What follows belongs to an exercise in optimizing a design on an open flow for small area and a short achievable clock period; a production flow would make more cautious choices.
Only simulation tests tie the RTL to the original design; equivalence was not proved.
Power is estimated from default activity; no workload was simulated.

===== run.sh =====
#!/bin/bash
# synth_recipe.tcl (not shown) runs the flow's synth.tcl, then flattens the netlist and writes it again
# the make line also repeats each setting of config.mk as NAME=value (left out here)
make -C /OpenROAD-flow-scripts/flow DESIGN_CONFIG=/design/flow/config.mk WORK_HOME=/design/flow/orfs CLKGATE_MAP_FILE= SYNTH_SCRIPT=/design/flow/synth_recipe.tcl finish

===== config.mk =====
export PLATFORM = sky130hd
export DESIGN_NAME = mproc
export DESIGN_NICKNAME = mproc
export VERILOG_FILES = /design/flow/design.v
export SDC_FILE = /design/flow/constraint.sdc
export NUM_CORES = 4
export LEC_CHECK = 0
export CAP_MARGIN = 20
export CORE_MARGIN = 2
export CORE_UTILIZATION = 40
export SLEW_MARGIN = 20

===== constraint.sdc =====
create_clock -name core_clock -period 8.5 [get_ports {clk}]
set_input_delay 1.7000 -clock core_clock [delete_from_list [all_inputs] [get_ports {clk}]]
set_output_delay 1.7000 -clock core_clock [all_outputs]
set_load 0.01 [all_outputs]

===== design.v =====
module invert (input wire i, output wire o);
   assign o = !i;
endmodule
module and2 (input wire i0, i1, output wire o);
  assign o = i0 & i1;
endmodule
module or2 (input wire i0, i1, output wire o);
  assign o = i0 | i1;
endmodule
module xor2 (input wire i0, i1, output wire o);
  assign o = i0 ^ i1;
endmodule
module nand2 (input wire i0, i1, output wire o);
   wire t;
   and2 and2_0 (i0, i1, t);
   invert invert_0 (t, o);
endmodule
module nor2 (input wire i0, i1, output wire o);
   wire t;
   or2 or2_0 (i0, i1, t);
   invert invert_0 (t, o);
endmodule
module xnor2 (input wire i0, i1, output wire o);
   wire t;
   xor2 xor2_0 (i0, i1, t);
   invert invert_0 (t, o);
endmodule
module and3 (input wire i0, i1, i2, output wire o);
   wire t;
   and2 and2_0 (i0, i1, t);
   and2 and2_1 (i2, t, o);
endmodule
module or3 (input wire i0, i1, i2, output wire o);
   wire t;
   or2 or2_0 (i0, i1, t);
   or2 or2_1 (i2, t, o);
endmodule
module nor3 (input wire i0, i1, i2, output wire o);
   wire t;
   or2 or2_0 (i0, i1, t);
   nor2 nor2_0 (i2, t, o);
endmodule
module nand3 (input wire i0, i1, i2, output wire o);
   wire t;
   and2 and2_0 (i0, i1, t);
   nand2 nand2_1 (i2, t, o);
endmodule
module xor3 (input wire i0, i1, i2, output wire o);
   wire t;
   xor2 xor2_0 (i0, i1, t);
   xor2 xor2_1 (i2, t, o);
endmodule
module xnor3 (input wire i0, i1, i2, output wire o);
   wire t;
   xor2 xor2_0 (i0, i1, t);
   xnor2 xnor2_0 (i2, t, o);
endmodule
module mux2 (input wire i0, i1, j, output wire o);
  assign o = (j==0)?i0:i1;
endmodule
module mux3 (input wire [0:2] i, input wire j1, j0, output wire o);
  wire  t;
  mux2 mux2_0 (i[0], i[1], j0, t);
  mux2 mux2_1 (t, i[2], j1, o);
endmodule
module mux4 (input wire [0:3] i, input wire j1, j0, output wire o);
  wire  t0, t1;
  mux2 mux2_0 (i[0], i[1], j1, t0);
  mux2 mux2_1 (i[2], i[3], j1, t1);
  mux2 mux2_2 (t0, t1, j0, o);
endmodule
module mux8 (input wire [0:7] i, input wire j2, j1, j0, output wire o);
  wire  t0, t1;
  mux4 mux4_0 (i[0:3], j2, j1, t0);
  mux4 mux4_1 (i[4:7], j2, j1, t1);
  mux2 mux2_0 (t0, t1, j0, o);
endmodule
module demux2 (input wire i, j, output wire o0, o1);
  assign o0 = (j==0)?i:1'b0;
  assign o1 = (j==1)?i:1'b0;
endmodule
module demux4 (input wire i, j1, j0, output wire [0:3] o);
  wire  t0, t1;
  demux2 demux2_0 (i, j1, t0, t1);
  demux2 demux2_1 (t0, j0, o[0], o[1]);
  demux2 demux2_2 (t1, j0, o[2], o[3]);
endmodule
module demux8 (input wire i, j2, j1, j0, output wire [0:7] o);
  wire  t0, t1;
  demux2 demux2_0 (i, j2, t0, t1);
  demux4 demux4_0 (t0, j1, j0, o[0:3]);
  demux4 demux4_1 (t1, j1, j0, o[4:7]);
endmodule
module df (input wire clk, in, output wire out);
  reg df_out;
  always@(posedge clk) df_out <= in;
  assign out = df_out;
endmodule
module dfr (input wire clk, reset, in, output wire out);
  wire reset_, df_in;
  invert invert_0 (reset, reset_);
  and2 and2_0 (in, reset_, df_in);
  df df_0 (clk, df_in, out);
endmodule
module dfrl (input wire clk, reset, load, in, output wire out);
  wire _in;
  mux2 mux2_0(out, in, load, _in);
  dfr dfr_1(clk, reset, _in, out);
endmodule
module dfs (input wire clk, set, in, output wire out);
  wire dfr_in,dfr_out;
  invert invert_0(in, dfr_in);
  invert invert_1(dfr_out, out);
  dfr dfr_2(clk, set, dfr_in, dfr_out);
endmodule
module dfsl (input wire clk, set, load, in, output wire out);
  wire _in;
  mux2 mux2_0(out, in, load, _in);
  dfs dfs_1(clk, set, _in, out);
endmodule
module fa (input wire i0, i1, cin, output wire sum, cout);
   wire t0, t1, t2;
   xor3 _i0 (i0, i1, cin, sum);
   and2 _i1 (i0, i1, t0);
   and2 _i2 (i1, cin, t1);
   and2 _i3 (cin, i0, t2);
   or3 _i4 (t0, t1, t2, cout);
endmodule
module addsub (input wire addsub, i0, i1, cin, output wire sumdiff, cout);
  wire t;
  fa _i0 (i0, t, cin, sumdiff, cout);
  xor2 _i1 (i1, addsub, t);
endmodule
module alu_slice (input wire [1:0] op, input wire i0, i1, cin, output wire o, cout);
   wire t_sumdiff, t_and, t_or, t_andor;
   addsub _i0 (op[0], i0, i1, cin, t_sumdiff, cout);
   and2 _i1 (i0, i1, t_and);
   or2 _i2 (i0, i1, t_or);
   mux2 _i3 (t_and, t_or, op[0], t_andor);
   mux2 _i4 (t_sumdiff, t_andor, op[1], o);
endmodule
module alu (input wire [1:0] op, input wire [15:0] i0, i1,
    output wire [15:0] o, output wire cout);
   wire	[14:0] c;
   alu_slice _i0 (op, i0[0], i1[0], op[0] , o[0], c[0]);
   alu_slice _i1 (op, i0[1], i1[1], c[0], o[1], c[1]);
   alu_slice _i2 (op, i0[2], i1[2], c[1], o[2], c[2]);
   alu_slice _i3 (op, i0[3], i1[3], c[2], o[3], c[3]);
   alu_slice _i4 (op, i0[4], i1[4], c[3], o[4], c[4]);
   alu_slice _i5 (op, i0[5], i1[5], c[4], o[5], c[5]);
   alu_slice _i6 (op, i0[6], i1[6], c[5], o[6], c[6]);
   alu_slice _i7 (op, i0[7], i1[7], c[6], o[7], c[7]);
   alu_slice _i8 (op, i0[8], i1[8], c[7], o[8], c[8]);
   alu_slice _i9 (op, i0[9], i1[9], c[8], o[9], c[9]);
   alu_slice _i10 (op, i0[10], i1[10], c[9] , o[10], c[10]);
   alu_slice _i11 (op, i0[11], i1[11], c[10], o[11], c[11]);
   alu_slice _i12 (op, i0[12], i1[12], c[11], o[12], c[12]);
   alu_slice _i13 (op, i0[13], i1[13], c[12], o[13], c[13]);
   alu_slice _i14 (op, i0[14], i1[14], c[13], o[14], c[14]);
   alu_slice _i15 (op, i0[15], i1[15], c[14], o[15], cout);
endmodule
module pc_slice (input wire clk, reset, cin, load, inc, sub, offset,
  output wire cout, pc);
  wire in, inc_;
  invert invert_0 (inc, inc_);
  and2 and2_0 (offset, inc_, t);
  addsub addsub_0 (sub, pc, t, cin, in, cout);
  dfrl dfrl_0 (clk, reset, load, in, pc);
endmodule
module pc_slice0 (input wire clk, reset, cin, load, inc, sub, offset,
  output wire cout, pc);
  wire in;
  or2 or2_0 (offset, inc, t);
  addsub addsub_0 (sub, pc, t, cin, in, cout);
  dfrl dfrl_0 (clk, reset, load, in, pc);
endmodule
module pc (input wire clk, reset, inc, add, sub, input wire [15:0] offset,
  output wire [15:0] pc);
  wire load; wire [15:0] c;
  or3 or3_0 (inc, add, sub, load);
  pc_slice0 pc_slice_0 (clk, reset, sub, load, inc, sub, offset[0], c[0], pc[0]);
  pc_slice pc_slice_1 (clk, reset, c[0], load, inc, sub, offset[1], c[1], pc[1]);
  pc_slice pc_slice_2 (clk, reset, c[1], load, inc, sub, offset[2], c[2], pc[2]);
  pc_slice pc_slice_3 (clk, reset, c[2], load, inc, sub, offset[3], c[3], pc[3]);
  pc_slice pc_slice_4 (clk, reset, c[3], load, inc, sub, offset[4], c[4], pc[4]);
  pc_slice pc_slice_5 (clk, reset, c[4], load, inc, sub, offset[5], c[5], pc[5]);
  pc_slice pc_slice_6 (clk, reset, c[5], load, inc, sub, offset[6], c[6], pc[6]);
  pc_slice pc_slice_7 (clk, reset, c[6], load, inc, sub, offset[7], c[7], pc[7]);
  pc_slice pc_slice_8 (clk, reset, c[7], load, inc, sub, offset[8], c[8], pc[8]);
  pc_slice pc_slice_9 (clk, reset, c[8], load, inc, sub, offset[9], c[9], pc[9]);
  pc_slice pc_slice_10 (clk, reset, c[9], load, inc, sub, offset[10], c[10], pc[10]);
  pc_slice pc_slice_11 (clk, reset, c[10], load, inc, sub, offset[11], c[11], pc[11]);
  pc_slice pc_slice_12 (clk, reset, c[11], load, inc, sub, offset[12], c[12], pc[12]);
  pc_slice pc_slice_13 (clk, reset, c[12], load, inc, sub, offset[13], c[13], pc[13]);
  pc_slice pc_slice_14 (clk, reset, c[13], load, inc, sub, offset[14], c[14], pc[14]);
  pc_slice pc_slice_15 (clk, reset, c[14], load, inc, sub, offset[15], c[15], pc[15]);
endmodule
module dfrl_16 (input wire  clk, reset, load, input wire [0:15] in, output wire [0:15] out);
  dfrl dfrl_0(clk, reset, load, in[0], out[0]);
  dfrl dfrl_1(clk, reset, load, in[1], out[1]);
  dfrl dfrl_2(clk, reset, load, in[2], out[2]);
  dfrl dfrl_3(clk, reset, load, in[3], out[3]);
  dfrl dfrl_4(clk, reset, load, in[4], out[4]);
  dfrl dfrl_5(clk, reset, load, in[5], out[5]);
  dfrl dfrl_6(clk, reset, load, in[6], out[6]);
  dfrl dfrl_7(clk, reset, load, in[7], out[7]);
  dfrl dfrl_8(clk, reset, load, in[8], out[8]);
  dfrl dfrl_9(clk, reset, load, in[9], out[9]);
  dfrl dfrl_10(clk, reset, load, in[10], out[10]);
  dfrl dfrl_11(clk, reset, load, in[11], out[11]);
  dfrl dfrl_12(clk, reset, load, in[12], out[12]);
  dfrl dfrl_13(clk, reset, load, in[13], out[13]);
  dfrl dfrl_14(clk, reset, load, in[14], out[14]);
  dfrl dfrl_15(clk, reset, load, in[15], out[15]);
endmodule
module mux2_16 (input wire [15:0] i0, i1, input wire j, output wire [15:0] o);
  mux2 mux2_0 (i0[0], i1[0], j, o[0]);
  mux2 mux2_1 (i0[1], i1[1], j, o[1]);
  mux2 mux2_2 (i0[2], i1[2], j, o[2]);
  mux2 mux2_3 (i0[3], i1[3], j, o[3]);
  mux2 mux2_4 (i0[4], i1[4], j, o[4]);
  mux2 mux2_5 (i0[5], i1[5], j, o[5]);
  mux2 mux2_6 (i0[6], i1[6], j, o[6]);
  mux2 mux2_7 (i0[7], i1[7], j, o[7]);
  mux2 mux2_8 (i0[8], i1[8], j, o[8]);
  mux2 mux2_9 (i0[9], i1[9], j, o[9]);
  mux2 mux2_10 (i0[10], i1[10], j, o[10]);
  mux2 mux2_11 (i0[11], i1[11], j, o[11]);
  mux2 mux2_12 (i0[12], i1[12], j, o[12]);
  mux2 mux2_13 (i0[13], i1[13], j, o[13]);
  mux2 mux2_14 (i0[14], i1[14], j, o[14]);
  mux2 mux2_15 (i0[15], i1[15], j, o[15]);
endmodule
module mux8_16 (input wire [0:15] i0, i1, i2, i3, i4, i5, i6, i7, input wire [0:2] j, output wire [0:15] o);
  mux8 mux8_0({i0[0], i1[0], i2[0], i3[0], i4[0], i5[0], i6[0], i7[0]}, j[0], j[1], j[2], o[0]);
  mux8 mux8_1({i0[1], i1[1], i2[1], i3[1], i4[1], i5[1], i6[1], i7[1]}, j[0], j[1], j[2], o[1]);
  mux8 mux8_2({i0[2], i1[2], i2[2], i3[2], i4[2], i5[2], i6[2], i7[2]}, j[0], j[1], j[2], o[2]);
  mux8 mux8_3({i0[3], i1[3], i2[3], i3[3], i4[3], i5[3], i6[3], i7[3]}, j[0], j[1], j[2], o[3]);
  mux8 mux8_4({i0[4], i1[4], i2[4], i3[4], i4[4], i5[4], i6[4], i7[4]}, j[0], j[1], j[2], o[4]);
  mux8 mux8_5({i0[5], i1[5], i2[5], i3[5], i4[5], i5[5], i6[5], i7[5]}, j[0], j[1], j[2], o[5]);
  mux8 mux8_6({i0[6], i1[6], i2[6], i3[6], i4[6], i5[6], i6[6], i7[6]}, j[0], j[1], j[2], o[6]);
  mux8 mux8_7({i0[7], i1[7], i2[7], i3[7], i4[7], i5[7], i6[7], i7[7]}, j[0], j[1], j[2], o[7]);
  mux8 mux8_8({i0[8], i1[8], i2[8], i3[8], i4[8], i5[8], i6[8], i7[8]}, j[0], j[1], j[2], o[8]);
  mux8 mux8_9({i0[9], i1[9], i2[9], i3[9], i4[9], i5[9], i6[9], i7[9]}, j[0], j[1], j[2], o[9]);
  mux8 mux8_10({i0[10], i1[10], i2[10], i3[10], i4[10], i5[10], i6[10], i7[10]}, j[0], j[1], j[2], o[10]);
  mux8 mux8_11({i0[11], i1[11], i2[11], i3[11], i4[11], i5[11], i6[11], i7[11]}, j[0], j[1], j[2], o[11]);
  mux8 mux8_12({i0[12], i1[12], i2[12], i3[12], i4[12], i5[12], i6[12], i7[12]}, j[0], j[1], j[2], o[12]);
  mux8 mux8_13({i0[13], i1[13], i2[13], i3[13], i4[13], i5[13], i6[13], i7[13]}, j[0], j[1], j[2], o[13]);
  mux8 mux8_14({i0[14], i1[14], i2[14], i3[14], i4[14], i5[14], i6[14], i7[14]}, j[0], j[1], j[2], o[14]);
  mux8 mux8_15({i0[15], i1[15], i2[15], i3[15], i4[15], i5[15], i6[15], i7[15]}, j[0], j[1], j[2], o[15]);
endmodule
module reg_file (input wire  clk, reset, wr, input wire [0:2] rd_addr_a, rd_addr_b, wr_addr, input wire [0:15] d_in, output wire [0:15] d_out_a, d_out_b);
  wire [0:7] load;
  wire [0:15] dout_0, dout_1, dout_2, dout_3, dout_4, dout_5, dout_6, dout_7;
  dfrl_16 dfrl_16_0(clk, reset, load[0], d_in, dout_0);
  dfrl_16 dfrl_16_1(clk, reset, load[1], d_in, dout_1);
  dfrl_16 dfrl_16_2(clk, reset, load[2], d_in, dout_2);
  dfrl_16 dfrl_16_3(clk, reset, load[3], d_in, dout_3);
  dfrl_16 dfrl_16_4(clk, reset, load[4], d_in, dout_4);
  dfrl_16 dfrl_16_5(clk, reset, load[5], d_in, dout_5);
  dfrl_16 dfrl_16_6(clk, reset, load[6], d_in, dout_6);
  dfrl_16 dfrl_16_7(clk, reset, load[7], d_in, dout_7);
  demux8 demux8_0(wr, wr_addr[2], wr_addr[1], wr_addr[0], load);
  mux8_16 mux8_16_9(dout_0, dout_1, dout_2, dout_3, dout_4, dout_5, dout_6, dout_7, rd_addr_a, d_out_a);
  mux8_16 mux8_16_10(dout_0, dout_1, dout_2, dout_3, dout_4, dout_5, dout_6, dout_7, rd_addr_b, d_out_b);
endmodule
module reg_alu (input wire clk, reset, sel, wr,   input wire [1:0] op, input wire [2:0] rd_addr_a,
  rd_addr_b, wr_addr, input wire [15:0] d_in, output wire [15:0] d_out_a, d_out_b, output wire cout);
  wire [15:0] d_in_alu, d_in_reg, pc_in, pc_out, alu_in_a, alu_in_b;
  wire cout_0;
  reg_file reg_file_0 (clk, reset, wr, rd_addr_a, rd_addr_b, wr_addr, d_in_reg,  alu_in_a, alu_in_b);
  mux2_16 mux2_16_0 (d_in, d_in_alu, sel, d_in_reg);
  alu alu_0 (op, alu_in_a, alu_in_b, d_in_alu, cout_0);
  dfrl dfrl_0 (clk, reset,  1'b1, cout_0, cout);
  assign d_out_a = alu_in_a;
  assign d_out_b = alu_in_b;
endmodule
module nor5 (input wire [0:4] i, output wire o);
  wire t;
  or3 or3_0 (i[0], i[1], i[2], t);
  nor3 nor3_0 (t, i[3], i[4], o);
endmodule
module ir (input wire clk, reset, load, input wire [15:0] din, output wire [15:0] dout);
  dfrl dfrl_0 (clk, reset, load, din['h0], dout['h0]);
  dfrl dfrl_1 (clk, reset, load, din['h1], dout['h1]);
  dfrl dfrl_2 (clk, reset, load, din['h2], dout['h2]);
  dfrl dfrl_3 (clk, reset, load, din['h3], dout['h3]);
  dfrl dfrl_4 (clk, reset, load, din['h4], dout['h4]);
  dfrl dfrl_5 (clk, reset, load, din['h5], dout['h5]);
  dfrl dfrl_6 (clk, reset, load, din['h6], dout['h6]);
  dfrl dfrl_7 (clk, reset, load, din['h7], dout['h7]);
  dfrl dfrl_8 (clk, reset, load, din['h8], dout['h8]);
  dfrl dfrl_9 (clk, reset, load, din['h9], dout['h9]);
  dfrl dfrl_a (clk, reset, load, din['ha], dout['ha]);
  dfrl dfrl_b (clk, reset, load, din['hb], dout['hb]);
  dfrl dfrl_c (clk, reset, load, din['hc], dout['hc]);
  dfrl dfrl_d (clk, reset, load, din['hd], dout['hd]);
  dfrl dfrl_e (clk, reset, load, din['he], dout['he]);
  dfrl dfrl_f (clk, reset, load, din['hf], dout['hf]);
endmodule
module control_logic (input wire clk, reset, input wire [15:0] cur_ins, output wire [2:0] rd_addr_a, rd_addr_b, wr_addr,
  output wire [1:0] op, output wire sel, jump, pc_inc, load_ir, wr_reg);
  wire ld_ins_, alu_ins, s, ld_ins, w, u, el, ef, eo, fi, fo,lo, wr_reg1, wr_reg2;
  invert invert_0(ld_ins,ld_ins_);
  nor5 nor5_11({cur_ins[11],cur_ins[12],cur_ins[13],cur_ins[14],cur_ins[15]}, alu_ins);
  invert invert_1(cur_ins[14],s);
  and2 and2_0(cur_ins[15], s, ld_ins);
  invert invert_2(cur_ins[10],w);
  invert invert_3(cur_ins[15],u);
  and3 and3_0(cur_ins[14], u, ef, jump);
  dfrl dfrl_0(clk, reset, 1'b1, fo, eo);
  or2 or2_0(el, fo, pc_inc);
  assign load_ir = fo;
  dfsl dfsl_0(clk, reset, 1'b1, fi, fo);
  and2 and2_1(eo, ld_ins_, ef);
  and2 and2_2(eo, ld_ins, el);
  and2 and2_3(ef, alu_ins, wr_reg1);
  and2 and2_4(el, ld_ins, wr_reg2);
  or2 or2_1(wr_reg1, wr_reg2, wr_reg);
  nand2 nand2_0(el, ld_ins, sel);
  dfrl dfrl_1(clk, reset, 1'b1, el, lo);
  or2 or2_3(lo, ef, fi);
  assign rd_addr_a = cur_ins[2:0];
  assign rd_addr_b = cur_ins[5:3];
  assign wr_addr = cur_ins[8:6];
  assign op = cur_ins[10:9];
endmodule
module mproc (input wire clk, reset, input wire [15:0] d_in, output wire [6:0] addr, output wire [15:0] d_out);
  wire pc_inc, cout, cout_, sub, sel, sel_addr; wire [2:0] rd_addr_a, rd_addr_b, wr_addr; wire [1:0] op; wire [8:0] _addr;
  wire [15:0] cur_ins, d_out_a, d_out_b;
  and2 and2_0 (jump, cout, sub);
  pc pc_0 (clk, reset, pc_inc, 1'b0, sub, {8'b0, cur_ins[7:0]}, {_addr, addr});
  ir ir_0 (clk, reset, load_ir, d_in, cur_ins);
  control_logic control_logic_0 (clk, reset, cur_ins, rd_addr_a, rd_addr_b, wr_addr, op, sel, jump, pc_inc, load_ir, wr_reg);
  reg_alu reg_alu_0 (clk, reset, sel, wr_reg, op, rd_addr_a, rd_addr_b, wr_addr, d_in, d_out_a, d_out_b, cout);
  assign d_out = d_out_a;
endmodule

==> results of run 1 <==
==> repair_timing <==
item / 4_1_cts / 5_1_grt
setup endpoints to repair: 0 / 16
setup buffers: 0 / 0
resized for setup: 0 / 8
==> metrics by stage <==
step | worst slack [ns] | util (%) | hold WS, ns | cell area, um2
floorplan | 0.263 | - | 0.370 | 8620
global placement | 0.216 | 43.1 | 0.382 | 9090
detailed placement | 0.0487 | 43.1 | 0.386 | 9090
CTS | 0.0129 | 46.3 | 0.394 | 9750
global route | 0.0387 | 46.4 | 0.414 | 9780
finish | 0.388 | 46.4 | 0.391 | 9780
==> critical path, delay by kind of cell (launching register included) <==
kind | cells | cell delay (ns)
flip-flops | 1 | 0.38
multiplexers | 2 | 0.86
XOR/XNOR | 1 | 0.16
adder cells (fa/ha/maj) | 15 | 5.77
AND/OR/NAND/NOR | 1 | 0.15
AO/OA/AOI/OAI | 2 | 0.29
buffers and inverters | 3 | 0.34
==> layer usage <==
metal  vias up  part of all wire [%]  track usage [%]  routed length, um
li1       2942                     -                -                  -
met1      3015                    48             28.2              10400
met2        98                    47             31.5              10200
met3        17                   3.2             3.16                687
met4         0                  0.98             4.63                211
met5         -                     0                0                  0
==> worst max path at each step <==
stage,to,depth (start not counted)
floorplan,register,26
global placement,register,25
detailed placement,register,25
CTS,register,25
global route,register,24
finish,register,24
==> cells in the final DEF, fill, tap and decap left out, drive strengths merged, types with 6 or more instances in the layout <==
master and count:
nor3 15, a21oi 6, maj3 15, nor2 155, a211oi 130, buf 30, dfxtp 155, a221oi 15
xnor2 22, clkbuf 21, mux2 30, clkinv 6, inv 19, clkdlybuf4s50 39, mux2i 18, fa 20
nand2 13, mux4 64
==> power by group through the flow <==
| stage | clock network, mW | logic, mW | registers [mW] |
|---|---|---|---|
| 3_5_place_dp | 0 | 0.303 | 0.794 |
| 3_3_place_gp | 0 | 0.301 | 0.793 |
| 6_report | 0.847 | 0.305 | 0.778 |
| 4_1_cts | 0.860 | 0.304 | 0.778 |
| 2_1_floorplan | 0 | 0.235 | 0.778 |
| 5_1_grt | 0.885 | 0.333 | 0.782 |
==> logic make-up (layout without fill, tap and decap cells) <==
kind of cell    after synthesis  in the layout  share of synthesized area (%)
simple gates                203            203                           9.67
compound gates              160            160                           15.1
flops                       155            155                           36.0
buf+inv                     118            121                           6.86
mux                         112            112                           23.4
fa+ha+maj                    35             35                           6.59
xor+xnor                     23             23                           2.34
==> area by class of cell <==
cell class / count / area, um2 / area share [%]
Inverter: 20 / 75.1 / 0.768
Sequential cell: 155 / 3110 / 31.8
Clock buffer: 21 / 470 / 4.81
Multi-Input combinational cell: 533 / 4970 / 50.8
Tap cell: 275 / 344 / 3.52
Timing Repair Buffer: 69 / 619 / 6.33
Clock inverter: 11 / 190 / 1.94
==> notes.md, run 1 <==
- Critical-path cell list: mux4_1 > mux2_2 > xnor2_2 > fa_2 > fa_1 > inv_1 > fa_1 > fa_2 > fa_2 > fa_2 > fa_1 > fa_1 > fa_1 > fa_1 > fa_1 > fa_2 > fa_1 > fa_1 > inv_1 > fa_1 > nor3b_1 > a221oi_2 > buf_4 > a211oi_1
- Die width: approximately 150 um
- Root buffer cell: clkbuf_16
- Post-synth EDFFs: 0
- Final antenna-violating net count: 0
- CP Capture Type: register
- Share of layout cells above drive strength 1: ~23%
- Non-filler cells, final: ~1.1k
- Synth warnings: 6
- VDD IR max: 0.140 mV
- Switching share of power: about a quarter
- Number of distinct library cells after synthesis: 39
- Min-delay worst type: reg2reg
- Sequential area share after synthesis: between 30 and 40%
- Slew Viols, Final: 0
- DRC viols: 0
- H-tree depth: 4
- First-pass GRT wire length: roughly 34 mm
- I/O pin count: ~40
- Pwr/cell area: 197 nW/um2
- Clock transition at path regs: 0.06 ns
- Yosys top cell by area: dfxtp_1
- GRT Overall Usage: 19.7%
- Max_cap viols: 0
- Hold Buf Count CTS: 0
- Skew-Pair Late Insertion Delay: 0.42 ns
- Placed cell count: roughly 1.1k
- Mapped Area: around 8600 um2
- Hold Fails Final Rpt: 0
- Status: no timing/DRC/antenna violations
- Die area: ~23000 um2
- Routed vias: 6072
- CTS tree: done
- Longest Clk Path Bufs: 2
- Global route total overflow: 0
- Vias in the first global route: between 5k and 6k
- Worst R2R Start: ir_0.dfrl_3.dfr_1.df_0.df_out$_DFF_P_
- Most frequent CP cell: fa_1
- Reg-to-reg slack, setup: just under 0.4 ns
- Pre-antenna DRT Iters: 4
- Max Freq: ~0.12 GHz
- Yosys top cell area share: a little over a third
- Final wirelength: between 20 and 25 mm
- Setup crit start: ir_0.dfrl_3.dfr_1.df_0.df_out$_DFF_P_
- Largest net degree at the start of global routing: 86
- Seq pwr share: between 40% and 50%
- Async SR Flop Fraction: 0%
- Initial antenna violation count: 0
- Clock period minus final worst setup slack: just over 8 ns
- Max incr delay on CP: approximately 0.55 ns
- Slowest cell on the critical path: mux4_1
- Via/cell ratio: roughly 5.6
- Tot Pwr: 1.93 mW
- Worst-margin pin slew: about 1.1 ns
- Core area: between 20000 and 25000 um2
- Fillers: 1935
- Crit start category: register
- P_sw: around 500 uW
- CTS buffer count: 17
- Final cycle utilization of the critical path: between 90% and 100%
- Initial Util: between 40% and 50%
- Register bit total from synthesis: 155
- Die H: around 150 um
- Worst Hold Depth: 1
- Syn nets: ~840
- Worst EP arrival: between 8 and 9 ns
- Static Leak: 3.19 nW
- Final-stage net count: about 830
- Pint: roughly 1.4 mW
- RSZ-0062 raised after global routing: no
- Synth cell count leaders: 155 x dfxtp_1, 155 x nor2_1, 130 x a211oi_1
- Dpl hpwl: 14.0 mm
- Part of the power in combinational logic: between 15 and 20%
- Skew final: between 0.008 and 0.009 ns
- Final setup TNS: 0 ns
- Syn Inst Count: about 800
- Final Wtd Congestion: approximately 0.83
- Buffers added on ports: 40
- Clk pwr share: a little over two fifths
- Worst slew margin: between 20% and 30%
- Rows: 53
- CP Class: reg2reg
- Worst reg2reg path depth: 24
- WP data required: between 8 and 9 ns
- Final setup violation count: 0
- Area Overhead vs Synth: 13.4%
- Clock sink count: approximately 160
- Routed len/inst: 19.8 um
- Number of diodes: 0
- Top cells by area, synth: dfxtp_1 36%, mux4_2 13%, a211oi_1 11%
- Min-delay src: control_logic_0.dfrl_1.dfr_1.df_0.df_out$_DFF_P_
- Post-synth top flop: dfxtp_1
- Min-Delay Endpoint: control_logic_0.dfsl_0.dfs_1.dfr_2.df_0.df_out$_DFF_P_
- Initial DRC Count: around 400
- Worst-path fanout max: 8
- Mean post-synth cell area: between 10 and 15 um2
==> run 2, diff against run 1 <==
==> design.v (replaced) <==
module mproc (input wire clk, reset, input wire [15:0] d_in, output wire [6:0] addr, output wire [15:0] d_out);
  reg  [6:0]   pc;
  reg  [10:0]  ir;       
  reg  [1:0]   cls;      
  reg  [127:0] rf;       
  reg          f, l, c;  
  wire e   = ~f & ~l;
  wire ld  = cls == 2'b10;
  wire ef  = e & ~ld;
  wire el  = e & ld;
  wire jmp = (cls == 2'b01) & ef;
  wire wr  = el | (ef & (cls == 2'b00));
  wire [15:0] a = rf[16*ir[2:0] +: 16];
  wire [15:0] b = rf[16*ir[5:3] +: 16];
  wire [1:0]  op = ir[10:9];
  wire [16:0] s  = {1'b0, a} + {1'b0, b ^ {16{op[0]}}} + {16'b0, op[0]};
  wire [15:0] res = op[1] ? (op[0] ? (a | b) : (a & b)) : s[15:0];
  wire nz = |d_in[13:11];
  wire [1:0] cls_in = {d_in[15] | (~d_in[14] & nz), d_in[14] | (~d_in[15] & nz)};
  wire [15:0] wd = reset ? 16'd0 : (el ? d_in : res);
  wire [2:0]  wa = ir[8:6];
  integer i;
  always @(posedge clk) begin
    c <= s[16];
    for (i = 0; i < 8; i = i + 1)
      if (reset | (wr & (wa == i))) rf[16*i +: 16] <= wd;
    if (reset) begin
      pc <= 7'd0; ir <= 11'd0; cls <= 2'b00; f <= 1'b1; l <= 1'b0; c <= 1'b0;
    end else begin
      if (el | f) pc <= pc + 7'd1;
      else if (jmp & c) pc <= pc - ir[6:0];
      if (f) begin ir <= d_in[10:0]; cls <= cls_in; end
      f <= l | ef;
      l <= el;
    end
  end
  assign addr  = pc;
  assign d_out = a;
endmodule
==> notes.md, run 2 <==
- Clock transition at path regs: 0.06 ns (about the same)
- Max incr delay on CP: 1.03 ns (was 0.55 ns)
- Longest Clk Path Bufs: 2 (unchanged)
- Worst EP arrival: 5.10 ns (was 8.38 ns)
- Mapped Area: 8850 um2 (was 8620 um2)
- Async SR Flop Fraction: 0% (unchanged)
- Met3 Wirelength: 1.29 mm (was 687 um)
- Vias in the first global route: 6039 (was 5884)
- Tot Pwr: 3.80 mW (was 1.93 mW)
- Number of distinct library cells after synthesis: 67 (was 39)
- Skew-Pair Late Insertion Delay: 0.43 ns (was 0.42 ns)
- CTS tree: done (unchanged)
- Final cycle utilization of the critical path: 58.7% (was 95.4%)
- Commonest cells after routing, fill and taps aside: 128 x edfxtp_1, 62 x nor2_1, 62 x mux4_2 (was 151 x dfxtp_1, 149 x nor2_1, 130 x a211oi_1)
- CTS resizes: 0 (unchanged)
- Slew Viols, Final: 0 (unchanged)
- Most common cell after layout, fill and taps aside: edfxtp_1 (was dfxtp_1)
- Static Leak: 3.66 nW (was 3.19 nW)
- Number of diodes: 0 (unchanged)
- Final Wtd Congestion: 0.905 (was 0.832)
- Final antenna-violating net count: 0 (unchanged)
- H-tree depth: 4 (unchanged)
- Rows: 54 (was 53)
- Skew final: 0.0120 ns (was 0.00859 ns)
- Crit start category: register (unchanged)
- Via/cell ratio: 5.98 (was 5.60)
- Syn nets: 707 (was 844)
- Clock sink count: 151 (was 155)
- Top cells by area, synth: edfxtp_1 43%, mux4_2 16%, dfxtp_1 5.2% (was dfxtp_1 36%, mux4_2 13%, a211oi_1 11%)
- Max Freq: 0.201 GHz (was 0.123 GHz)
- Min-delay worst type: reg2reg (unchanged)
- Metal-1 WL: 10.2 mm (was 10.4 mm)
- Top reg by flops: rf
- Post-synth EDFFs: 128 (was 0)
- Final-stage net count: 738 (was 834)
- Mean post-synth cell area: 13.3 um2 (was 10.7 um2)
- Post-synth top flop: edfxtp_1 (was dfxtp_1)
- Hold Fails Final Rpt: 0 (unchanged)
- Worst slew margin: 25.4% (was 24.5%)
- Slowest cell on the critical path: dfxtp_2 (was mux4_1)
- Initial DRC Count: 341 (was 404)
- Core area: 21800 um2 (was 21100 um2)
- Routed vias: 5909 (was 6072)
- Pre-antenna DRT Iters: 5 (was 4)
- Sequential area share after synthesis: 48.6% (was 36.0%)
- Yosys top cell by area: edfxtp_1 (was dfxtp_1)
- Die width: 153 um (was 151 um)
- Status: no timing/DRC/antenna violations (unchanged)
- Clock period minus final worst setup slack: 4.99 ns (was 8.11 ns)
- Worst-margin pin slew: 1.12 ns (was 1.13 ns)
- Dpl hpwl: 15.0 mm (was 14.0 mm)
- I/O pin count: 41 (unchanged)
- CTS buffer count: 17 (unchanged)
- Initial antenna violation count: 0 (unchanged)
- Routed len/inst: 23.4 um (was 19.8 um)
- WP data required: 8.62 ns (was 8.77 ns)
- DR top layer: met4 (unchanged)
- Synth warnings: 1 (was 6)
- CP top delay family: multiplexers (was adder cells)
- Yosys top cell area share: 43.4% (was 36.0%)
- Syn Inst Count: 664 (was 806)
- Area Overhead vs Synth: 13.9% (was 13.4%)
- Die H: 153 um (was 151 um)
- GRT Overall Usage: 20.0% (was 19.7%)
- Root buffer cell: clkbuf_16 (unchanged)
- Buf/Inv on CP: 0 (was 3)
- VDD IR max: 0.157 mV (was 0.140 mV)
- Worst-path fanout max: 34 (was 8)
- Fillers: 1906 (was 1935)
- Most numerous cell in the Yosys netlist: edfxtp_1
- Synth cell count leaders: 128 x edfxtp_1, 62 x mux4_2, 62 x nor2_1 (was 155 x dfxtp_1, 155 x nor2_1, 130 x a211oi_1)
- Initial Util: 40.7% (was 40.9%)
- RSZ-0062 raised after global routing: no (unchanged)
- Postcts setup bufs: 0 (unchanged)
- Share of layout cells above drive strength 1: 20.2% (was 23.0%)
- CP Capture Type: register (unchanged)
- Final setup violation count: 0 (unchanged)
- CP Class: reg2reg (unchanged)
- Biggest regs: rf x128, ir x11, pc x7
- DRC viols: 0 (unchanged)
- Final wirelength: 23.1 mm (was 21.5 mm)
- Pwr/cell area: 377 nW/um2 (was 197 nW/um2)
- Buffers added on ports: 40 (unchanged)
- Register bit total from synthesis: 151 (was 155)
- Number of flip-flops in the largest register: approximately 130
- Final setup TNS: 0 ns (unchanged)
- First-pass GRT wire length: 35.2 mm (was 34.1 mm)
- Largest net degree at the start of global routing: 42 (was 86)
- Routed wl met2: 11.1 mm (was 10.2 mm)
- Hold Buf Count CTS: 0 (unchanged)
- Critical-path cell list: mux4_2 > mux2_2 > xnor2_1 > ha_1 > nand2_1 > or4b_2 > a21oi_1 > nand2b_1 > mux2i_1 > nor4_1 > a211oi_1 (was mux4_1 > mux2_2 > xnor2_2 > fa_2 > fa_1 > inv_1 > fa_1 > fa_2 > fa_2 > fa_2 > fa_1 > fa_1 > fa_1 > fa_1 > fa_1 > fa_2 > fa_1 > fa_1 > inv_1 > fa_1 > nor3b_1 > a221oi_2 > buf_4 > a211oi_1)
- Die area: 23300 um2 (was 22700 um2)
- Global route total overflow: 0 (unchanged)
- Max_cap viols: 0 (unchanged)
-- run 2: layout make-up --
type	instances	area, um2	area share (%)
Multi-Input combinational cell	458	4300	42.6
Inverter	17	63.8	0.633
Clock inverter	13	149	1.48
Clock buffer	19	433	4.30
Tap cell	280	350	3.48
Timing Repair Buffer	50	475	4.72
Sequential cell	151	4310	42.8
-- run 2: worst paths after layout --
| path | end | depth (start not counted) | slack [ns] | startpoint |
|---|---|---|---|---|
| worst min-delay path | cls[1]$_SDFFE_PP0P_ | 2 | 0.51 | cls[1]$_SDFFE_PP0P_ |
| worst min register to register | cls[1]$_SDFFE_PP0P_ | 2 | 0.51 | cls[1]$_SDFFE_PP0P_ |
| worst max-delay path | rf[7]$_DFFE_PP_ | 11 | 3.51 | ir[4]$_SDFFE_PP0P_ |
| worst max register to register | rf[7]$_DFFE_PP_ | 11 | 3.51 | ir[4]$_SDFFE_PP0P_ |
-- run 2: cells by family (layout without fill, tap and decap cells) --
| logic type | Yosys count | after routing | share of synthesized area [%] |
|---|---|---|---|
| xor+xnor | 32 | 32 | 3.72 |
| fa+ha+maj | 31 | 31 | 4.38 |
| compound gates | 115 | 115 | 8.86 |
| buf+inv | 55 | 99 | 2.87 |
| mux | 122 | 122 | 23.1 |
| flops | 151 | 151 | 48.6 |
| simple gates | 158 | 158 | 8.47 |
-- run 2: report_power, final --
group | switching [mW] | total, mW | leakage [nW] | internal (mW)
clock network | 0.313 | 0.749 | 0.270 | 0.436
registers | 0.144 | 1.38 | 1.50 | 1.23
logic | 0.897 | 1.67 | 1.89 | 0.776
-- run 2: through the flow --
stage / worst slack (ns) / cells / area, um2 / hold slack, ns / utilization [%]
2_1_floorplan: 3.93 / 664 / 8850 / 0.471 / -
3_3_place_gp: 3.79 / 956 / 9490 / 0.492 / 43.6
3_5_place_dp: 3.54 / 956 / 9490 / 0.504 / 43.6
4_1_cts: 3.52 / 988 / 10100 / 0.514 / 46.3
5_1_grt: 3.26 / 988 / 10100 / 0.551 / 46.3
6_report: 3.51 / 988 / 10100 / 0.509 / 46.3
-- run 2: routing by layer --
layer | track usage [%] | up-vias
met4 | 5.73 | 0
met5 | 0 | -
met1 | 27.1 | 3031
met2 | 33.0 | 187
li1 | - | 2659
met3 | 4.01 | 32
-- run 2: worst reg2reg max path, delay by kind of cell, from the launching register on --
kind,cells,cell delay (ns)
muxes,3,1.23
and+or+nand+nor,4,1.11
DFF,1,1.03
AOI/OAI and AO/OA,2,0.83
adders and majority gates,1,0.32
xor gates and xnor gates,1,0.16
==> run 3, diff against run 2 <==
--- a/design.v
+++ b/design.v
@@ -10,10 +10,20 @@
   wire el  = e & ld;
   wire jmp = (cls == 2'b01) & ef;
   wire wr  = el | (ef & (cls == 2'b00));
-  wire [15:0] a = rf[16*ir[2:0] +: 16];
-  wire [15:0] b = rf[16*ir[5:3] +: 16];
+  wire [7:0] sa = 8'd1 << ir[2:0];
+  wire [7:0] sb = 8'd1 << ir[5:3];
+  reg [15:0] a, b;
+  integer k;
+  always @* begin
+    a = 16'd0; b = 16'd0;
+    for (k = 0; k < 8; k = k + 1) begin
+      a = a | (rf[16*k +: 16] & {16{sa[k]}});
+      b = b | (rf[16*k +: 16] & {16{sb[k]}});
+    end
+  end
   wire [1:0]  op = ir[10:9];
-  wire [16:0] s  = {1'b0, a} + {1'b0, b ^ {16{op[0]}}} + {16'b0, op[0]};
+  wire [17:0] s2 = {1'b0, a, 1'b1} + {1'b0, b ^ {16{op[0]}}, op[0]};
+  wire [16:0] s  = s2[17:1];
   wire [15:0] res = op[1] ? (op[0] ? (a | b) : (a & b)) : s[15:0];
   wire nz = |d_in[13:11];
   wire [1:0] cls_in = {d_in[15] | (~d_in[14] & nz), d_in[14] | (~d_in[15] & nz)};
--- a/config.mk
+++ b/config.mk
@@ -8,4 +8,5 @@
 export CAP_MARGIN = 20
 export CORE_MARGIN = 2
 export CORE_UTILIZATION = 40
+export SETUP_SLACK_MARGIN = 5.0
 export SLEW_MARGIN = 20
==> notes.md, run 3 <==
- Max_cap viols: 0 (unchanged)
- Part of the power in combinational logic: 47.1% (was 44.0%)
- Die H: 148 um (was 153 um)
- Hold Buf Count CTS: 0 (unchanged)
- Worst slew margin: 24.2% (was 25.4%)
- Crit start category: register (unchanged)
- CP top delay family: compound AO/OA/AOI/OAI gates (was multiplexers)
- Skew final: 0.00975 ns (was 0.0120 ns)
- Longest Clk Path Bufs: 2 (unchanged)
- H-tree depth: 4 (unchanged)
- Pre-antenna DRT Iters: 9 (was 5)
- Clock sink count: 151 (unchanged)
- Placed cell area: 9040 um2 (was 9490 um2)
- Worst-path fanout max: 8 (was 34)
- Initial DRC Count: 944 (was 341)
- Min-delay worst type: reg2reg (unchanged)
- Initial antenna violation count: 0 (unchanged)
- Slowest cell on the critical path: a222oi_1 (was dfxtp_2)
- Register bit total from synthesis: 151 (unchanged)
- Number of distinct library cells after synthesis: 62 (was 67)
- VDD IR max: 0.206 mV (was 0.157 mV)
- Buffers added on ports: 40 (unchanged)
- Final cycle utilization of the critical path: 47.1% (was 58.7%)
- Area Overhead vs Synth: 30.4% (was 13.9%)
- GRT Overall Usage: 25.0% (was 20.0%)
- Yosys top cell by area: edfxtp_1 (unchanged)
- Mean post-synth cell area: 12.2 um2 (was 13.3 um2)
- Final setup TNS: 0 ns (unchanged)
- Post-synth EDFFs: 128 (unchanged)
- Initial Util: 40.9% (was 40.7%)
- Max Freq: 0.250 GHz (was 0.201 GHz)
- P_sw: 1.46 mW (was 1.35 mW)
- Largest net degree at the start of global routing: 35 (was 42)
- First-pass GRT wire length: 40.0 mm (was 35.2 mm)
- Synth cell count leaders: 128 x edfxtp_1, 54 x nor2_1, 47 x nand2_1 (was 128 x edfxtp_1, 62 x mux4_2, 62 x nor2_1)
- Buf/Inv on CP: 4 (was 0)
- Fillers: 1687 (was 1906)
- Worst EP arrival: 2.30 ns (was 5.10 ns)
- Final WS setup: 4.50 ns (was 3.51 ns)
- Number of flip-flops in the largest register: 128 (unchanged)
- Share of layout cells above drive strength 1: 30.3% (was 20.2%)
- DRC viols: 0 (unchanged)
- Hold Fails Final Rpt: 0 (unchanged)
- Final Wtd Congestion: 0.883 (was 0.905)
- Dpl ws: 4.07 ns (was 3.54 ns)
- Critical-path cell list: inv_4 > ha_4 > buf_12 > a222oi_1 > nand2_1 > nand2_2 > and2_4 > inv_4 > buf_6 (was mux4_2 > mux2_2 > xnor2_1 > ha_1 > nand2_1 > or4b_2 > a21oi_1 > nand2b_1 > mux2i_1 > nor4_1 > a211oi_1)
- Pwr/cell area: 382 nW/um2 (was 377 nW/um2)
- Commonest cells after routing, fill and taps aside: 128 x edfxtp_1, 53 x nor2_1, 49 x buf_4 (was 128 x edfxtp_1, 62 x nor2_1, 62 x mux4_2)
- Tot Pwr: 4.16 mW (was 3.80 mW)
- Final wirelength: 28.0 mm (was 23.1 mm)
- Most frequent CP cell: inv_4
- Async SR Flop Fraction: 0% (unchanged)
- Seq pwr share: 33.8% (was 36.2%)
- Top cells by area, synth: edfxtp_1 46%, dfxtp_1 5.5%, mux4_2 5.1% (was edfxtp_1 43%, mux4_2 16%, dfxtp_1 5.2%)
- Clock period minus final worst setup slack: 4.00 ns (was 4.99 ns)
- Most numerous cell in the Yosys netlist: edfxtp_1 (unchanged)
- Final setup violation count: 0 (unchanged)
- Final-stage net count: 824 (was 738)
- Biggest regs: rf x128, ir x11, pc x7 (unchanged)
- Syn nets: 731 (was 707)
- Rows: 52 (was 54)
- CP Capture Type: output port (was register)
- Status: no timing/DRC/antenna violations (unchanged)
- Routed len/inst: 26.3 um (was 23.4 um)
- Sequential area share after synthesis: 51.6% (was 48.6%)
- Syn Inst Count: 684 (was 664)
- RSZ-0062 raised after global routing: yes (was no)
- Post-route cell area: 10900 um2 (was 10100 um2)
- Global route total overflow: 0 (unchanged)
- Worst-margin pin slew: 1.14 ns (was 1.12 ns)
- Most common cell after layout, fill and taps aside: edfxtp_1 (unchanged)
- Max incr delay on CP: 0.46 ns (was 1.03 ns)
- Skew-Pair Late Insertion Delay: 0.43 ns (about the same)
- Static Leak: 4.16 nW (was 3.66 nW)
- Die area: 22000 um2 (was 23300 um2)
- Root buffer cell: clkbuf_16 (unchanged)
- CP Class: reg2out (was reg2reg)
- I/O pin count: 41 (unchanged)
- Register area: 4320 um2 (was 4310 um2)
- Via/cell ratio: 6.36 (was 5.98)
- Mapped Area: 8340 um2 (was 8850 um2)
- Yosys top cell area share: 46.1% (was 43.4%)
- Core area: 20400 um2 (was 21800 um2)
- Pint: 2.69 mW (was 2.44 mW)
- Switching share of power: 35.2% (was 35.6%)
- Slew Viols, Final: 0 (unchanged)
- Post-synth top flop: edfxtp_1 (unchanged)
- CTS tree: done (unchanged)
- Synth warnings: 1 (unchanged)
- WP data required: 6.80 ns (was 8.62 ns)
- Die width: 148 um (was 153 um)
- Dpl hpwl: 15.3 mm (was 15.0 mm)
- CTS buffer count: 17 (unchanged)
- Area of the multi-input gates: 4270 um2 (was 4300 um2)
- Routed vias: 6750 (was 5909)
- Top reg by flops: rf (unchanged)
- Final antenna-violating net count: 0 (unchanged)
- Vias in the first global route: 6643 (was 6039)
- Clk pwr share: 19.1% (was 19.7%)
- Clock transition at path regs: 0.06 ns (about the same)
run 3: cell count changes after synthesis, moves of 8 or more:
cell	before	now
mux4_2	62	19
a222oi_1	0	32
nand2_1	30	47
mux2_2	25	11
clkbuf_1	14	27
a221o_1	1	13
a22oi_1	6	16
nand3_1	13	4
a21oi_1	27	19
a221oi_1	1	9
nor2_1	62	54
run 3: repair_timing:
action                     in CTS  in global routing
gates resized for setup       151                 45
pin swaps                      53                 52
setup buffers                  38                 22
setup endpoints to repair     137                129
cloned                          8                  0
run 3: stage by stage:
step / hold slack, ns / utilization (%) / std cells
final: 0.544 / 53.4 / 1061
after detailed placement: 0.524 / 44.4 / 960
after global placement: 0.499 / 44.4 / 960
after global routing: 0.588 / 53.4 / 1060
after floorplan: 0.486 / - / 684
after CTS: 0.532 / 51.4 / 1038
run 3: power by group through the flow:
stage	Clock, mW	Sequential (mW)	Combinational (mW)
finish	0.793	1.41	1.96
global route	0.820	1.43	2.07
CTS	0.795	1.39	1.68
detailed placement	0	1.41	1.40
global placement	0	1.39	1.38
floorplan	0	1.35	1.03
run 3: path summary, 6_finish.rpt:
check	end	cells past startpoint	slack (ns)	startpoint
max reg2reg	rf[8]$_DFFE_PP_	18	4.69	ir[1]$_SDFFE_PP0P_
min reg2reg	pc[3]$_SDFFE_PP0P_	2	0.54	pc[3]$_SDFFE_PP0P_
max	d_out[5]	9	4.50	ir[1]$_SDFFE_PP0P_
min	pc[3]$_SDFFE_PP0P_	2	0.54	pc[3]$_SDFFE_PP0P_
run 3: kinds of logic after synthesis:
family	synth area share [%]
AO/OA/AOI/OAI	16.3
XOR/XNOR	3.57
adder cells (fa/ha/maj)	5.88
buffers and inverters	3.05
flip-flops	51.6
multiplexers	11.1
AND/OR/NAND/NOR	8.49
run 3: routing by layer:
layer,up-vias,track usage [%],part of all wire [%]
met4,0,11.0,4.5
met2,439,38.4,45
met1,3342,33.7,40
li1,2882,-,-
met3,87,6.23,11
met5,-,0,0
run 3: layout make-up:
type                    instances  share of cell area [%]
repair buffers                118                    11.4
inverters                      20                   0.852
well taps                     270                    3.11
clock inverters                13                    1.65
multi-input cells             469                    39.3
diodes                          1                  0.0230
flip-flops and latches        151                    39.7
clock buffers                  19                    3.98
run 3: tightest hold or removal path: cells and delay by family (launching register included):
| family | cells | cell delay [ns] |
|---|---|---|
| flip-flops | 1 | 0.33 |
| AO/OA/AOI/OAI | 1 | 0.12 |
| AND/OR/NAND/NOR | 1 | 0.05 |
==> run 4, diff against run 3 <==
--- a/config.mk
+++ b/config.mk
@@ -5,6 +5,7 @@
 export SDC_FILE = /design/flow/constraint.sdc
 export NUM_CORES = 4
 export LEC_CHECK = 0
+export ABC_AREA = 1
 export CAP_MARGIN = 20
 export CORE_MARGIN = 2
 export CORE_UTILIZATION = 40
==> notes.md, run 4 <==
- Status: no timing/DRC/antenna violations (unchanged)
- CTS buffer count: 17 (unchanged)
- Initial DRC Count: 965 (was 944)
- Die area: 22400 um2 (was 22000 um2)
- Top reg by flops: rf (unchanged)
- Post-synth top flop: edfxtp_1 (unchanged)
- Global route total overflow: 0 (unchanged)
- Area Overhead vs Synth: 35.3% (was 30.4%)
- Final core utilization: 54.8% (was 53.4%)
- Die width: 150 um (was 148 um)
- Worst-path fanout max: 5 (was 8)
- Most numerous cell in the Yosys netlist: nand2_1 (was edfxtp_1)
- Initial antenna violation count: 0 (unchanged)
- Sequential area share after synthesis: 50.7% (was 51.6%)
- Buffers added on ports: 40 (unchanged)
- Mapped Area: 8490 um2 (was 8340 um2)
- Worst Hold Depth: 1 (was 2)
- Synth cell count leaders: 225 x nand2_1, 128 x edfxtp_1, 118 x inv_1 (was 128 x edfxtp_1, 54 x nor2_1, 47 x nand2_1)
- Final WS setup: 4.66 ns (was 4.50 ns)
- Hold Fails Final Rpt: 0 (unchanged)
- Clock transition at path regs: 0.07 ns (was 0.06 ns)
- Static Leak: 4.80 nW (was 4.16 nW)
- Die H: 150 um (was 148 um)
- Final setup violation count: 0 (unchanged)
- Hold Buf Count CTS: 0 (unchanged)
- Reg-to-reg slack, setup: 4.73 ns (was 4.69 ns)
- Register bit total from synthesis: 151 (unchanged)
- Most common cell after layout, fill and taps aside: nand2_1 (was edfxtp_1)
- H-tree depth: 4 (unchanged)
- Crit start category: register (unchanged)
- Min-delay worst type: reg2reg (unchanged)
- Clock period minus final worst setup slack: 3.84 ns (was 4.00 ns)
- Number of flip-flops in the largest register: 128 (unchanged)
- Syn nets: 995 (was 731)
- Longest Clk Path Bufs: 2 (unchanged)
- Slew Viols, Final: 0 (unchanged)
- Yosys top cell by area: edfxtp_1 (unchanged)
- Skew final: 0.0108 ns (was 0.00975 ns)
- VDD IR max: 0.171 mV (was 0.206 mV)
- Via/cell ratio: 5.91 (was 6.36)
- Root buffer cell: clkbuf_16 (unchanged)
- Worst R2R Start: ir[1]$_SDFFE_PP0P_ (unchanged)
- Syn Inst Count: 948 (was 684)
- CP Capture Type: output port (unchanged)
- Vias in the first global route: 7605 (was 6643)
- Top cells by area, synth: edfxtp_1 45%, nand2_1 9.9%, dfxtp_1 5.4% (was edfxtp_1 46%, dfxtp_1 5.5%, mux4_2 5.1%)
- Core area: 21000 um2 (was 20400 um2)
- I/O pin count: 41 (unchanged)
- Met3 Wirelength: 3.61 mm (was 3.10 mm)
- Final-stage net count: 1120 (was 824)
- Worst-margin pin slew: 0.944 ns (was 1.14 ns)
- Yosys top cell area share: 45.3% (was 46.1%)
- Min-delay src: pc[6]$_SDFFE_PP0P_ (was pc[3]$_SDFFE_PP0P_)
- Share of layout cells above drive strength 1: 31.4% (was 30.3%)
- Metal-1 WL: 12.5 mm (was 11.1 mm)
- Final wirelength: 31.6 mm (was 28.0 mm)
- CTS tree: done (unchanged)
- Biggest regs: rf x128, ir x11, pc x7 (unchanged)
- CP Class: reg2out (unchanged)
- Number of diodes: 0 (was 1)
- Worst reg2reg path depth: 23 (was 18)
- Skew-Pair Late Insertion Delay: 0.45 ns (was 0.43 ns)
- Mean post-synth cell area: 8.95 um2 (was 12.2 um2)
- Post-synth EDFFs: 128 (unchanged)
- Final setup TNS: 0 ns (unchanged)
- Max Freq: 0.260 GHz (was 0.250 GHz)
- Rows: 53 (was 52)
- Worst EP arrival: 2.14 ns (was 2.30 ns)
- Routed vias: 8038 (was 6750)
- Fillers: 1873 (was 1687)
- GRT Overall Usage: 28.3% (was 25.0%)
- Largest net degree at the start of global routing: 29 (was 35)
- Number of distinct library cells after synthesis: 53 (was 62)
- Initial Util: 40.5% (was 40.9%)
- Final cycle utilization of the critical path: 45.2% (was 47.1%)
- Final Wtd Congestion: 0.977 (was 0.883)
- Pre-antenna DRT Iters: 6 (was 9)
- First-pass GRT wire length: 45.7 mm (was 40.0 mm)
- Routed len/inst: 23.3 um (was 26.3 um)
- RSZ-0062 raised after global routing: yes (unchanged)
- DR top layer: met4 (unchanged)
- Worst slew margin: 37.0% (was 24.2%)
- DRC viols: 0 (unchanged)
- Clock sink count: 151 (unchanged)
- Min-Delay Endpoint: pc[6]$_SDFFE_PP0P_ (was pc[3]$_SDFFE_PP0P_)
- Dpl ws: 3.83 ns (was 4.07 ns)
- WP data required: 6.80 ns (about the same)
- Pwr/cell area: 300 nW/um2 (was 382 nW/um2)
- Worst R2R End: rf[14]$_DFFE_PP_ (was rf[8]$_DFFE_PP_)
- Synth warnings: 1 (unchanged)
- Routed wl met2: 14.1 mm (was 12.5 mm)
- Dpl hpwl: 19.4 mm (was 15.3 mm)
- Commonest cells after routing, fill and taps aside: 186 x nand2_1, 128 x edfxtp_1, 109 x inv_1 (was 128 x edfxtp_1, 53 x nor2_1, 49 x buf_4)
- Final antenna-violating net count: 0 (unchanged)
- Max_cap viols: 0 (unchanged)
- Async SR Flop Fraction: 0% (unchanged)
==> run 4: how the worst max path moves through the flow <==
stage / from / to / depth (start not counted)
4_1_cts: ir[1]$_SDFFE_PP0P_ / d_out[5] / 9
5_1_grt: ir[1]$_SDFFE_PP0P_ / rf[30]$_DFFE_PP_ / 23
3_5_place_dp: ir[0]$_SDFFE_PP0P_ / d_out[6] / 8
6_report: ir[1]$_SDFFE_PP0P_ / d_out[3] / 8
3_3_place_gp: reset / rf[16]$_DFFE_PP_ / 6
2_1_floorplan: ir[0]$_SDFFE_PP0P_ / rf[110]$_DFFE_PP_ / 17
==> run 4: per-layer routing <==
metal	vias to the layer above	global-route usage [%]
met3	105	7.13
met4	0	15.3
met2	505	43.0
met1	3836	37.2
li1	3592	-
met5	-	0
==> run 4: final cells by class <==
type,count,area [um2],share of cell area (%)
Multi-Input combinational cell,636,4460,38.8
Sequential cell,151,4330,37.7
Timing Repair Buffer,131,1150,10.0
Inverter,136,599,5.22
Clock buffer,17,425,3.70
Tap cell,275,344,3.00
Clock inverter,15,176,1.54
==> run 4: worst max-delay path, stage by stage, from the launching register on <==
cell and delay [ns]:
dfxtp_4 0.39, inv_4 0.05, ha_4 0.18, ha_4 0.20, buf_12 0.15, buf_4 0.13
a221oi_2 0.25, o2111ai_2 0.16, buf_2 0.18
==> run 4: repair_timing <==
item | 4_1_cts | 5_1_grt
pin swaps | 43 | 48
resized for setup | 225 | 102
cloned | 0 | 1
setup endpoints to repair | 185 | 136
buffers inserted | 56 | 22
==> run 4: through the flow <==
| step | hold WS (ns) | cells | power (mW) | cell area (um2) |
|---|---|---|---|---|
| after floorplan | 0.416 | 948 | 1.84 | 8490 |
| after global placement | 0.437 | 1250 | 2.19 | 9250 |
| after detailed placement | 0.439 | 1250 | 2.19 | 9250 |
| after CTS | 0.451 | 1338 | 3.19 | 10900 |
| after global routing | 0.471 | 1361 | 3.61 | 11500 |
| final | 0.456 | 1361 | 3.44 | 11500 |
==> run 4: power breakdown <==
part / internal (mW) / leakage, nW / switching, mW
Clock: 0.462 / 0.282 / 0.326
Sequential: 1.07 / 1.50 / 0.124
Combinational: 0.580 / 3.01 / 0.887
Total: 2.11 / 4.80 / 1.34
==> run 4: kinds of logic (layout without fill, tap and decap cells) <==
family          Yosys count  after routing  share of synthesized area [%]
simple gates            384            384                           20.4
xor+xnor                  8              8                          0.826
compound gates          215            215                           16.0
fa+ha+maj                29             29                           4.36
buf+inv                 161            299                           7.69
flops                   151            151                           50.7
==> run 5, diff against run 4 <==
--- a/design.v
+++ b/design.v
@@ -3,6 +3,7 @@
   reg  [10:0]  ir;       
   reg  [1:0]   cls;      
   reg  [127:0] rf;       
+  reg  [15:0]  opa, opb; 
   reg          f, l, c;  
   wire e   = ~f & ~l;
   wire ld  = cls == 2'b10;
@@ -10,17 +11,18 @@
   wire el  = e & ld;
   wire jmp = (cls == 2'b01) & ef;
   wire wr  = el | (ef & (cls == 2'b00));
-  wire [7:0] sa = 8'd1 << ir[2:0];
-  wire [7:0] sb = 8'd1 << ir[5:3];
-  reg [15:0] a, b;
+  wire [7:0] sa = 8'd1 << d_in[2:0];
+  wire [7:0] sb = 8'd1 << d_in[5:3];
+  reg [15:0] ra, rb;
   integer k;
   always @* begin
-    a = 16'd0; b = 16'd0;
+    ra = 16'd0; rb = 16'd0;
     for (k = 0; k < 8; k = k + 1) begin
-      a = a | (rf[16*k +: 16] & {16{sa[k]}});
-      b = b | (rf[16*k +: 16] & {16{sb[k]}});
+      ra = ra | (rf[16*k +: 16] & {16{sa[k]}});
+      rb = rb | (rf[16*k +: 16] & {16{sb[k]}});
     end
   end
+  wire [15:0] a = opa, b = opb;
   wire [1:0]  op = ir[10:9];
   wire [17:0] s2 = {1'b0, a, 1'b1} + {1'b0, b ^ {16{op[0]}}, op[0]};
   wire [16:0] s  = s2[17:1];
@@ -29,11 +31,16 @@
   wire [1:0] cls_in = {d_in[15] | (~d_in[14] & nz), d_in[14] | (~d_in[15] & nz)};
   wire [15:0] wd = reset ? 16'd0 : (el ? d_in : res);
   wire [2:0]  wa = ir[8:6];
+  wire        fs = f & ~reset;
+  wire        ua = reset | f | (wr & (wa == ir[2:0]));
+  wire        ub = reset | f | (wr & (wa == ir[5:3]));
   integer i;
   always @(posedge clk) begin
     c <= s[16];
     for (i = 0; i < 8; i = i + 1)
       if (reset | (wr & (wa == i))) rf[16*i +: 16] <= wd;
+    if (ua) opa <= fs ? ra : wd;
+    if (ub) opb <= fs ? rb : wd;
     if (reset) begin
       pc <= 7'd0; ir <= 11'd0; cls <= 2'b00; f <= 1'b1; l <= 1'b0; c <= 1'b0;
     end else begin
@@ -45,5 +52,5 @@
     end
   end
   assign addr  = pc;
-  assign d_out = a;
+  assign d_out = opa;
 endmodule
--- a/config.mk
+++ b/config.mk
@@ -8,6 +8,7 @@
 export ABC_AREA = 1
 export CAP_MARGIN = 20
 export CORE_MARGIN = 2
-export CORE_UTILIZATION = 40
+export CORE_UTILIZATION = 70
+export CTS_BUF_LIST = sky130_fd_sc_hd__clkbuf_8
 export SETUP_SLACK_MARGIN = 5.0
 export SLEW_MARGIN = 20
==> notes.md, run 5 <==
- Final wirelength: 28.4 mm (was 31.6 mm)
- Worst-path fanout max: 13 (was 5)
- Post-synth top flop: edfxtp_1 (unchanged)
- Syn Inst Count: 1079 (was 948)
- Largest family of logic cells by synthesized area: compound AO/OA/AOI/OAI gates (was simple AND/OR/NAND/NOR gates)
- Mean post-synth cell area: 9.19 um2 (was 8.95 um2)
- I/O pin count: 41 (unchanged)
- Most frequent CP cell: nand2_1 (was ha_4)
- Final setup violation count: 0 (unchanged)
- Die H: 123 um (was 150 um)
- Clock transition at path regs: 0.11 ns (was 0.07 ns)
- Placed cell count: 1274 (was 1250)
- Slew Viols, Final: 0 (unchanged)
- Tot Pwr: 2.87 mW (was 3.44 mW)
- Initial DRC Count: 1207 (was 965)
- Sequential area share after synthesis: 53.1% (was 50.7%)
- Mapped Area: 9910 um2 (was 8490 um2)
- Final-stage net count: 1169 (was 1120)
- Fillers: 902 (was 1873)
- Final antenna-violating net count: 0 (unchanged)
- Register bit total from synthesis: 183 (was 151)
- Static Leak: 4.81 nW (was 4.80 nW)
- Routed len/inst: 21.6 um (was 23.3 um)
- Final Wtd Congestion: 0.908 (was 0.977)
- Die area: 15100 um2 (was 22400 um2)
- CTS buffer count: 17 (unchanged)
- Initial antenna violation count: 0 (unchanged)
- Yosys top cell by area: edfxtp_1 (unchanged)
- Final cycle utilization of the critical path: 41.9% (was 45.2%)
- Syn nets: 1124 (was 995)
- Xor-xnor portion of the synthesized cell area: 2.56% (was 0.825%)
- Min-delay worst type: reg2reg (unchanged)
- H-tree depth: 4 (unchanged)
- Fraction of synthesized area in multiplexers: 0% (unchanged)
- Routed vias: 8513 (was 8038)
- Biggest regs: rf x128, opa x16, opb x16 (was rf x128, ir x11, pc x7)
- Number of distinct library cells after synthesis: 45 (was 53)
- Commonest cells after routing, fill and taps aside: 201 x nand2_1, 175 x inv_1, 160 x edfxtp_1 (was 186 x nand2_1, 128 x edfxtp_1, 109 x inv_1)
- Synth cell count leaders: 202 x nand2_1, 181 x inv_1, 160 x edfxtp_1 (was 225 x nand2_1, 128 x edfxtp_1, 118 x inv_1)
- Final setup TNS: 0 ns (unchanged)
- Yosys top cell area share: 48.5% (was 45.3%)
- VDD IR max: 0.209 mV (was 0.171 mV)
- Hold Buf Count CTS: 0 (unchanged)
- Final core utilization: 80.2% (was 54.8%)
- Area Overhead vs Synth: 12.3% (was 35.3%)
- WP data required: 8.73 ns (was 6.80 ns)
- GRT Overall Usage: 38.1% (was 28.3%)
- Worst-margin pin slew: 0.788 ns (was 0.944 ns)
- Max incr delay on CP: 0.71 ns (was 0.39 ns)
- Longest Clk Path Bufs: 2 (unchanged)
- Largest net degree at the start of global routing: 35 (was 29)
- DRC viols: 0 (unchanged)
- Skew final: 0.0156 ns (was 0.0108 ns)
- Worst slew margin: 47.5% (was 37.0%)
- Dpl hpwl: 18.3 mm (was 19.4 mm)
- Global route total overflow: 0 (unchanged)
- CP Capture Type: register (was output port)
- Async SR Flop Fraction: 0% (unchanged)
- Clock sink count: 183 (was 151)
- Simple-Gate Fraction of Synth Area: 14.3% (was 20.4%)
- Post-synth EDFFs: 160 (was 128)
- Rows: 43 (was 53)
- Core area: 13900 um2 (was 21000 um2)
- Number of flip-flops in the largest register: 128 (unchanged)
- Max_cap viols: 0 (unchanged)
- Top reg by flops: rf (unchanged)
- Compound-Gate Fraction of Synth Area: 15.9% (was 16.0%)
- First-pass GRT wire length: 42.0 mm (was 45.7 mm)
- Synth Area in Adders: 5.00% (was 4.36%)
- Crit start category: input pin (was register)
- Share of layout cells above drive strength 1: 8.54% (was 31.4%)
- Pwr/cell area: 258 nW/um2 (was 300 nW/um2)
- Non-filler cells, final: 1316 (was 1361)
- Worst EP arrival: 3.79 ns (was 2.14 ns)
- Pre-antenna DRT Iters: 6 (unchanged)
- Final WS setup: 4.94 ns (was 4.66 ns)
- Number of diodes: 0 (unchanged)
- Status: no timing/DRC/antenna violations (unchanged)
- Buffers added on ports: 40 (unchanged)
- Synth warnings: 1 (unchanged)
- CTS tree: done (unchanged)
- Dpl ws: 4.32 ns (was 3.83 ns)
- CP Class: in2reg (was reg2out)
- Slowest cell on the critical path: clkdlybuf4s50_1 (was dfxtp_4)
- Hold Fails Final Rpt: 0 (unchanged)
- Max Freq: 0.281 GHz (was 0.260 GHz)
- Top cells by area, synth: edfxtp_1 48%, nand2_1 7.7%, inv_1 6.9% (was edfxtp_1 45%, nand2_1 9.9%, dfxtp_1 5.4%)
- Most numerous cell in the Yosys netlist: nand2_1 (unchanged)
- Clock period minus final worst setup slack: 3.56 ns (was 3.84 ns)
- Skew-Pair Late Insertion Delay: 0.47 ns (was 0.45 ns)
- Initial Util: 71.4% (was 40.5%)
- Root buffer cell: clkbuf_8 (was clkbuf_16)
- Vias in the first global route: 7761 (was 7605)
- Die width: 123 um (was 150 um)
- Critical-path cell list: clkdlybuf4s50_1 > nor2_1 > nand2_1 > clkinvlp_4 > buf_12 > nand2_1 > o2111ai_1 > o31ai_1 > nand2_1 (was inv_4 > ha_4 > ha_4 > buf_12 > buf_4 > a221oi_2 > o2111ai_2 > buf_2)
- RSZ-0062 raised after global routing: yes (unchanged)
- Most common cell after layout, fill and taps aside: nand2_1 (unchanged)
- Via/cell ratio: 6.47 (was 5.91)
-- run 5: cells by family after synthesis --
group                    count (synthesis)
XOR/XNOR                                29
AND/OR/NAND/NOR                        340
adder cells (fa/ha/maj)                 42
AO/OA/AOI/OAI                          258
flip-flops                             183
buffers and inverters                  227
-- run 5: cell type report --
class	count	area, um2	share of cell area, %
tap	180	225	2.02
sequential	183	5270	47.3
multi-input combinational	669	3890	34.9
clock inverter	14	144	1.29
inverter	187	724	6.51
clock buffer	17	234	2.10
timing repair buffer	66	647	5.81
-- run 5: final timing paths --
path | slack, ns | cells after the start | start | to
worst max-delay path | 4.94 | 9 | d_in[1] | opa[15]$_DFFE_PP_
worst min-delay path | 0.51 | 2 | pc[6]$_SDFFE_PP0P_ | pc[6]$_SDFFE_PP0P_
worst min register to register | 0.51 | 2 | pc[6]$_SDFFE_PP0P_ | pc[6]$_SDFFE_PP0P_
worst max register to register | 5.28 | 14 | ir[9]$_SDFFE_PP0P_ | rf[111]$_DFFE_PP_
-- run 5: report_power, final --
group | switching [mW] | internal [mW]
clock | 0.334 | 0.239
sequential | 0.125 | 1.27
combinational | 0.589 | 0.313
-- run 5: per-stage QoR --
stage	hold slack (ns)	instance area (um2)
5_1_grt	0.523	11100
3_3_place_gp	0.466	10500
2_1_floorplan	0.432	9910
6_report	0.512	11100
3_5_place_dp	0.463	10500
4_1_cts	0.513	10900
-- run 5: layer usage --
metal  GRT usage (%)  vias to the layer above  wire (um)
met4            16.4                        0       1240
met5               0                        -          0
met2            59.9                      705      12700
met3            8.30                      130       3890
met1            51.5                     3865      10600
li1                -                     3813          -
-- run 5: critical path: cells and delay by family --
family                 cells  cell delay [ns]
AO/OA/AOI/OAI              2             0.50
AND/OR/NAND/NOR            4             0.53
buffers and inverters      3             1.04
-- run 5: what timing repair did --
action                     4_1_cts  5_1_grt
buffers inserted                 0       11
pin swaps                        0        1
setup endpoints to repair       24       20
resized for setup                5       18

==> what the ideal ports hide <==
In the flow no input, the clock included, has a driving cell. The finished layouts below were timed again as built, in two steps. Step 1 (the two cells are an assumption about what drives the block):
set clk [get_ports {clk}]
set_driving_cell -lib_cell sky130_fd_sc_hd__clkbuf_16 $clk
set_driving_cell -lib_cell sky130_fd_sc_hd__buf_2 [delete_from_list [all_inputs] $clk]
Step 2 also shifts input and output timing later by t, the mid clock arrival at the registers, as if the neighbouring blocks saw the same clock. Three values: ideal ports, drivers, drivers and shift; two values: the first two.
| run | t (ns) | setup slack, ns | worst setup path after step 2 |
|---|---|---|---|
| run 1 | 0.461 | 0.388 / 0.388 / 0.388 | register to register |
| run 2 | 0.463 | 3.514 / 3.514 / 3.514 | register to register |
| run 3 | 0.471 | 4.499 / 4.454 / 4.627 | input to register |
| run 4 | 0.486 | 4.659 / 4.613 / 4.623 | input to register |
| run 5 | 0.506 | 4.939 / 4.949 / 4.443 | input to register |
After both steps every run listed still meets setup and hold. For run 5, which loses most, drivers alone change the setup slack by +0.010 ns; drivers and shift together by -0.496 ns.
